Source: an optimization exercise on an open RTL-to-GDS flow (aim: small area). Production flows keep margins and buffers that such runs may drop. In this exercise RTL edits were held to simulation tests only and were not proved equivalent to the original. Power is estimated from default activity; no workload was simulated.

== lane 2 ==
// top
module top(clk, rst, jumpButton, duckButton, start, collided, Hsynq, Vsynq, run, dead, resetButton, Red, Green, Blue);
  input clk;
  wire clk;
  input rst;
  wire rst;
  input jumpButton;
  wire jumpButton;
  input duckButton;
  wire duckButton;
  input start;
  wire start;
  output collided;
  reg collided;
  output Hsynq;
  wire Hsynq;
  output Vsynq;
  wire Vsynq;
  output run;
  reg run;
  output dead;
  reg dead;
  input resetButton;
  wire resetButton;
  output [3:0] Red;
  wire [3:0] Red;
  output [3:0] Green;
  wire [3:0] Green;
  output [3:0] Blue;
  wire [3:0] Blue;
  reg [14:0] ac;
  reg anim;
  reg [6:0] c;
  wire d_hld;
  wire [6:0] db0;
  reg en;
  wire gs1;
  wire hend;
  reg [7:0] hq;
  wire [2:0] hr;
  reg hr4;
  reg jreg;
  reg menu;
  wire n0;
  wire n1;
  wire n10;
  wire n100;
  wire n101;
  wire n102;
  wire n103;
  wire n104;
  wire n105;
  wire n106;
  wire n107;
  wire n108;
  wire n109;
  wire n11;
  wire n110;
  wire n111;
  wire n112;
  wire n113;
  wire n114;
  wire n115;
  wire n116;
  wire n117;
  wire n118;
  wire n119;
  wire n12;
  wire n120;
  wire n121;
  wire n122;
  wire n123;
  wire n124;
  wire n125;
  wire n126;
  wire n127;
  wire n128;
  wire n129;
  wire n13;
  wire n130;
  wire n131;
  wire n132;
  wire n133;
  wire n134;
  wire n135;
  wire n136;
  wire n137;
  wire n138;
  wire n139;
  wire n14;
  wire n140;
  wire n141;
  wire n142;
  wire n143;
  wire n144;
  wire n145;
  wire n146;
  wire n147;
  wire n148;
  wire n149;
  wire n15;
  wire n150;
  wire n151;
  wire n152;
  wire n153;
  wire n154;
  wire n155;
  wire n156;
  wire n157;
  wire n158;
  wire n159;
  wire n16;
  wire n160;
  wire n161;
  wire n162;
  wire n163;
  wire n164;
  wire n165;
  wire n166;
  wire n167;
  wire n168;
  wire n169;
  wire n17;
  wire n170;
  wire n171;
  wire n172;
  wire n173;
  wire n174;
  wire n175;
  wire n176;
  wire n177;
  wire n178;
  wire n179;
  wire n18;
  wire n180;
  wire n181;
  wire n182;
  wire n183;
  wire n184;
  wire n185;
  wire n186;
  wire n187;
  wire n188;
  wire n189;
  wire n19;
  wire n190;
  wire n191;
  wire n192;
  wire n193;
  wire n194;
  wire n195;
  wire n196;
  wire n197;
  wire n198;
  wire n199;
  wire n2;
  ...
clock: 10.0 ns
lec_check: 0
abc_area: 1
cap_margin: 20
core_margin: 2
core_utilization: 40
slew_margin: 20
run.sh (not shown) runs the stock make flow with config.mk's settings and CLKGATE_MAP_FILE= SYNTH_SCRIPT=/design/flow/synth_recipe.tcl, a recipe that flattens the netlist after the stock synthesis.
Changes in lane 1 relative to lane 2:
==> flow/flow/run.sh (new file) <==
#!/bin/bash
# Standard ORFS layout, with two changes:
#  - port buffers are sky130_fd_sc_hd__buf_1 (every input and output still gets one);
#  - clock tree synthesis adds no dummy loads.
set -euo pipefail
export BUFFER_PORTS_ARGS="-buffer_cell sky130_fd_sc_hd__buf_1"
export CTS_ARGS="-sink_clustering_enable -repair_clock_nets -dont_use_dummy_load"
bash standard.sh > standard_flow.log 2>&1
==> flow/standard.sh (new file) <==
#!/bin/bash
# synth_recipe.tcl (not shown) runs the flow's synth.tcl, then flattens the netlist and writes it again
# the make line also repeats each setting of config.mk as NAME=value (left out here)
make -C /OpenROAD-flow-scripts/flow DESIGN_CONFIG=/design/flow/config.mk WORK_HOME=/design/flow/orfs CLKGATE_MAP_FILE= SYNTH_SCRIPT=/design/flow/synth_recipe.tcl "${@:-finish}"
removed: flow/run.sh
Summary of lane 1 over lane 2: total detailed-routing wirelength decreased about 1.7%; utilization after layout fell by 1.5 points; share of cells above drive strength 1 decreased by 0.26 points relative to the old numbers; inverter count did not really move; fmax increased by about 15% relative to the old numbers.
Lane 1 vs lane 2 — length of routed met2 wiring dropped about 1.5%.
NOTE: worst hold margin in lane 1 falls short of that of lane 2
Shortest clock period the worst path allows after layout down 0.80 ns in lane 1 wrt lane 2

---

the reference run:
top, a different RTL version from the one above (not shown whole).
Size in the first run: about 54 flip-flops, ~23 I/O pins, about 3600 um^2 of cells after synthesis.
==> flow/design.v (excerpt) <==
module top(clk, rst, jumpButton, duckButton, start, collided, Hsynq, Vsynq, run, dead, resetButton, Red, Green, Blue);
  input clk;
  wire clk;
  input rst;
  wire rst;
  input jumpButton;
  wire jumpButton;
  input duckButton;
  wire duckButton;
  input start;
  wire start;
  output collided;
  reg collided;
  output Hsynq;
  wire Hsynq;
  output Vsynq;
  wire Vsynq;
  output run;
  reg run;
  output dead;
  reg dead;
  input resetButton;
  wire resetButton;
  output [3:0] Red;
  wire [3:0] Red;
  output [3:0] Green;
  wire [3:0] Green;
  output [3:0] Blue;
  wire [3:0] Blue;
  wire q686;
  reg q687;
  wire q688;
  reg q689;
  wire q690;
  reg q691;
  wire q692;
  wire q693;
  reg q694;
  wire q695;
  reg q696;
  wire q697;
  reg q698;
  wire q699;
  reg q700;
  wire q701;
  reg q702;
  wire q703;
  reg q704;
  wire q705;
  reg q706;
  wire q707;
  reg q708;
  wire q709;
  reg q710;
  wire q711;
  reg q712;
  wire q713;
  ...
Settings: LEC_CHECK=0, ABC_AREA=1, CAP_MARGIN=20, CORE_MARGIN=2, CORE_UTILIZATION=70, SLEW_MARGIN=20; clock period 10.0 ns.
standard.sh (not shown) runs the stock make flow with config.mk's settings and CLKGATE_MAP_FILE= SYNTH_SCRIPT=/design/flow/synth_recipe.tcl, a recipe that flattens the netlist after the stock synthesis.
==> flow/flow/run.sh <==
#!/bin/bash
# Standard ORFS layout (the standard.sh), with these changes:
#  - synthesis maps the logic with ABC's area-oriented mapper (amap) instead of
#    ORFS's abc_area.script; the ORFS scripts are copied unchanged otherwise;
#  - synthesis does not extract half/full adder cells (ADDER_MAP_FILE empty);
#    registers are exactly those of the standard synthesis;
#  - port buffers are sky130_fd_sc_hd__buf_1 (every input and output still gets one);
#  - clock tree synthesis adds no dummy loads.
set -euo pipefail
here=$(pwd)
rm -rf "$here/scripts_mod"
cp -r "$FLOW_HOME/scripts" "$here/scripts_mod"
cp "$here/flow/abc_area.script" "$here/scripts_mod/abc_area.script"
export SCRIPTS_DIR="$here/scripts_mod"
export ADDER_MAP_FILE=
export BUFFER_PORTS_ARGS="-buffer_cell sky130_fd_sc_hd__buf_1"
export CTS_ARGS="-sink_clustering_enable -repair_clock_nets -dont_use_dummy_load -sink_clustering_size 28 -sink_clustering_max_diameter 400 -buf_list sky130_fd_sc_hd__clkbuf_8"
bash standard.sh > standard_flow.log 2>&1
==> flow/flow/abc_area.script <==
strash
dch
amap
topo
In summary, the reference run completed successfully, with a layout that passed the timing, DRC and antenna checks.
Relative to the reference run, the following input files were edited for the trial run:
-- flow/flow/run.sh --
<<< the reference run, line 17
export CTS_ARGS="-sink_clustering_enable -repair_clock_nets -dont_use_dummy_load -sink_clustering_size 28 -sink_clustering_max_diameter 400 -buf_list sky130_fd_sc_hd__clkbuf_8"
>>> the trial run, line 17
export CTS_ARGS="-sink_clustering_enable -repair_clock_nets -dont_use_dummy_load"
-- flow/config.mk --
<<< the reference run, line 11
export CORE_UTILIZATION = 70
>>> the trial run, line 11
export CORE_UTILIZATION = 40
--- outcome ---
- The trial run went all the way through the flow, and no timing, DRC or antenna check failed.
- Non-clock buffer count was higher in the run labelled the trial run.
- The trial run against the reference run; post-route cell area is up slightly.
- Power of the sequential group: the trial run vs the reference run — no meaningful difference
- Looking at measured slew at the worst slew-check pin, the trial run sits 19 ps below the reference run.

---

harbor:
Another version of the RTL of top (not shown whole).
For scale: about 680 cells after synthesis, ~23 I/O pins, ~4100 um^2 of cells after synthesis.
clock: 10.0 ns
lec_check: 0
abc_area: 1
cap_margin: 20
core_margin: 2
core_utilization: 40
slew_margin: 20
==> flow/flow/run.sh <==
#!/bin/bash
# Standard ORFS layout (the standard.sh), with three changes:
#  - synthesis does not extract half/full adder cells (ADDER_MAP_FILE empty):
#    the logic is mapped by ABC like any other logic; registers are unchanged;
#  - port buffers are sky130_fd_sc_hd__buf_1 (every input and output still gets one);
#  - clock tree synthesis adds no dummy loads.
set -euo pipefail
export ADDER_MAP_FILE=
export BUFFER_PORTS_ARGS="-buffer_cell sky130_fd_sc_hd__buf_1"
export CTS_ARGS="-sink_clustering_enable -repair_clock_nets -dont_use_dummy_load -sink_clustering_size 30 -sink_clustering_max_diameter 300 -buf_list sky130_fd_sc_hd__clkbuf_16"
bash standard.sh > standard_flow.log 2>&1
For xenon, these inputs were changed with respect to harbor:
==> flow/flow/run.sh <==
#!/bin/bash
# Standard ORFS layout (the standard.sh), with these changes:
#  - synthesis maps the logic with ABC's area-oriented mapper (amap) instead of
#    ORFS's abc_area.script; the ORFS scripts are copied unchanged otherwise;
#  - synthesis does not extract half/full adder cells (ADDER_MAP_FILE empty);
#    registers are exactly those of the standard synthesis;
#  - port buffers are sky130_fd_sc_hd__buf_1 (every input and output still gets one);
#  - clock tree synthesis adds no dummy loads.
set -euo pipefail
here=$(pwd)
rm -rf "$here/scripts_mod"
cp -r "$FLOW_HOME/scripts" "$here/scripts_mod"
cp "$here/flow/abc_area.script" "$here/scripts_mod/abc_area.script"
export SCRIPTS_DIR="$here/scripts_mod"
export ADDER_MAP_FILE=
export BUFFER_PORTS_ARGS="-buffer_cell sky130_fd_sc_hd__buf_1"
export CTS_ARGS="-sink_clustering_enable -repair_clock_nets -dont_use_dummy_load"
bash standard.sh > standard_flow.log 2>&1
==> flow/flow/abc_area.script (new file) <==
strash
dch
amap
topo
Notes after the runs:
harbor -> xenon: via count decreased by a few percent. Going from harbor to xenon, met1 global-route usage moved up; internal power of the cells moved down. Of the two values seen for most frequent standard cell in the layout excluding fill and tap cells, nand2_1 was produced by harbor and nor2_1 by xenon. STATUS area after synthesis: xenon wins against harbor. STATUS post-DP HPWL: xenon wins against harbor. Delta (xenon minus harbor): placeable core area dropped about 7%, overall power shrank by 0.000051 W. Higher area used by multi-input combinational logic goes to harbor over xenon. The power per unit of standard cell area in xenon is 0.945 times that in harbor. Comparing maximum vdd drop for harbor and xenon, the bigger number came from harbor.
The following lists how indigo was set up differently from xenon:
==> flow/flow/run.sh <==
#!/bin/bash
# Standard ORFS layout, with two changes:
#  - port buffers are sky130_fd_sc_hd__buf_1 (every input and output still gets one);
#  - clock tree synthesis adds no dummy loads.
set -euo pipefail
export BUFFER_PORTS_ARGS="-buffer_cell sky130_fd_sc_hd__buf_1"
export CTS_ARGS="-sink_clustering_enable -repair_clock_nets -dont_use_dummy_load"
bash standard.sh > standard_flow.log 2>&1
removed: flow/flow/abc_area.script
Results
- A capture point of the critical path of Red[1] is what indigo shows, while Red[2] belongs to xenon.
- Measured against each other, xenon and indigo differ in shortest period the worst path allows, the lower figure coming from indigo.
- In the flow results for xenon and indigo, the combinational fraction of design power is smaller on xenon.
- From xenon to indigo the numbers moved as follows: final worst-path cycle share fell 6.6 points, total routed wirelength rose 9.8%, power increased 5.9%, wire length of the first global-routing pass increased by 2200 um relative to the old numbers.
- Compared with xenon, indigo shows a combinational power that is 89% higher.
Setup changes, indigo to juniper
--- a/flow/flow/run.sh
+++ b/flow/flow/run.sh
@@ -1,3 +1,5 @@
 #!/bin/bash
-# Standard ORFS layout, with two changes:
+# Standard ORFS layout (the standard.sh), with three changes:
+#  - synthesis does not extract half/full adder cells (ADDER_MAP_FILE empty):
+#    the logic is mapped by ABC like any other logic; registers are unchanged;
 #  - port buffers are sky130_fd_sc_hd__buf_1 (every input and output still gets one);
@@ -5,2 +7,3 @@
 set -euo pipefail
+export ADDER_MAP_FILE=
 export BUFFER_PORTS_ARGS="-buffer_cell sky130_fd_sc_hd__buf_1"
Notes after the runs:
Final RePlAce weighted congestion of juniper exceeds that of indigo by a few percent. Global-route track usage on met1, indigo and juniper: smaller value in juniper. Area of the core, juniper vs indigo: down by a little under 10%. The clock network latency to the later pin of the worst-skew pair on indigo is in line with that on juniper. Going from indigo to juniper, arithmetic-cell share of the synthesized area counting full adders, half adders and majority gates shrinks by 9.2 points. juniper has final worst setup slack above what indigo had. Going from indigo to juniper, the sequential share of layout area was found to have gone up by 2.0 points.

==> what the ideal ports hide <==
No port has a modelled driver above. Below, the same layouts with a new extraction and two added sets of constraints. Step 1: set_driving_cell puts a clkbuf_16 on clk and a buf_2 on each other input, an assumption about the parent block. Step 2 times the ports against the registers' clock, not the clock port: input delays grow and output delays shrink by t, the midpoint of the rising clock arrivals with the driver on. a / b / c = ideal ports / drivers / drivers and shift; a / b = the first two.
| run | t (ns) | setup slack, ns | worst hold slack (ns) |
|---|---|---|---|
| lane 2 | 0.368 | 3.863 / 3.842 / 3.842 | 0.435 / 0.435 / 0.435 |
| lane 1 | 0.367 | 4.665 / 4.626 / 4.671 | 0.421 / 0.421 / 0.421 |
| the reference run | 0.326 | 3.596 / 3.566 / 3.892 | 0.412 / 0.412 / 0.412 |
| the trial run | 0.340 | 3.392 / 3.358 / 3.698 | 0.425 / 0.425 / 0.425 |
| harbor | 0.332 | 4.560 / 4.527 / 4.527 | 0.432 / 0.432 / 0.432 |
| xenon | 0.335 | 3.913 / 3.883 / 4.115 | 0.426 / 0.426 / 0.426 |
| indigo | 0.351 | 4.569 / 4.526 / 4.526 | 0.435 / 0.435 / 0.435 |
| juniper | 0.341 | 4.614 / 4.579 / 4.579 | 0.435 / 0.435 / 0.435 |
After both steps every run listed still meets setup and hold. The setup slack of indigo, which loses most, moves by -0.043 ns with the drivers and by -0.043 ns with both steps.
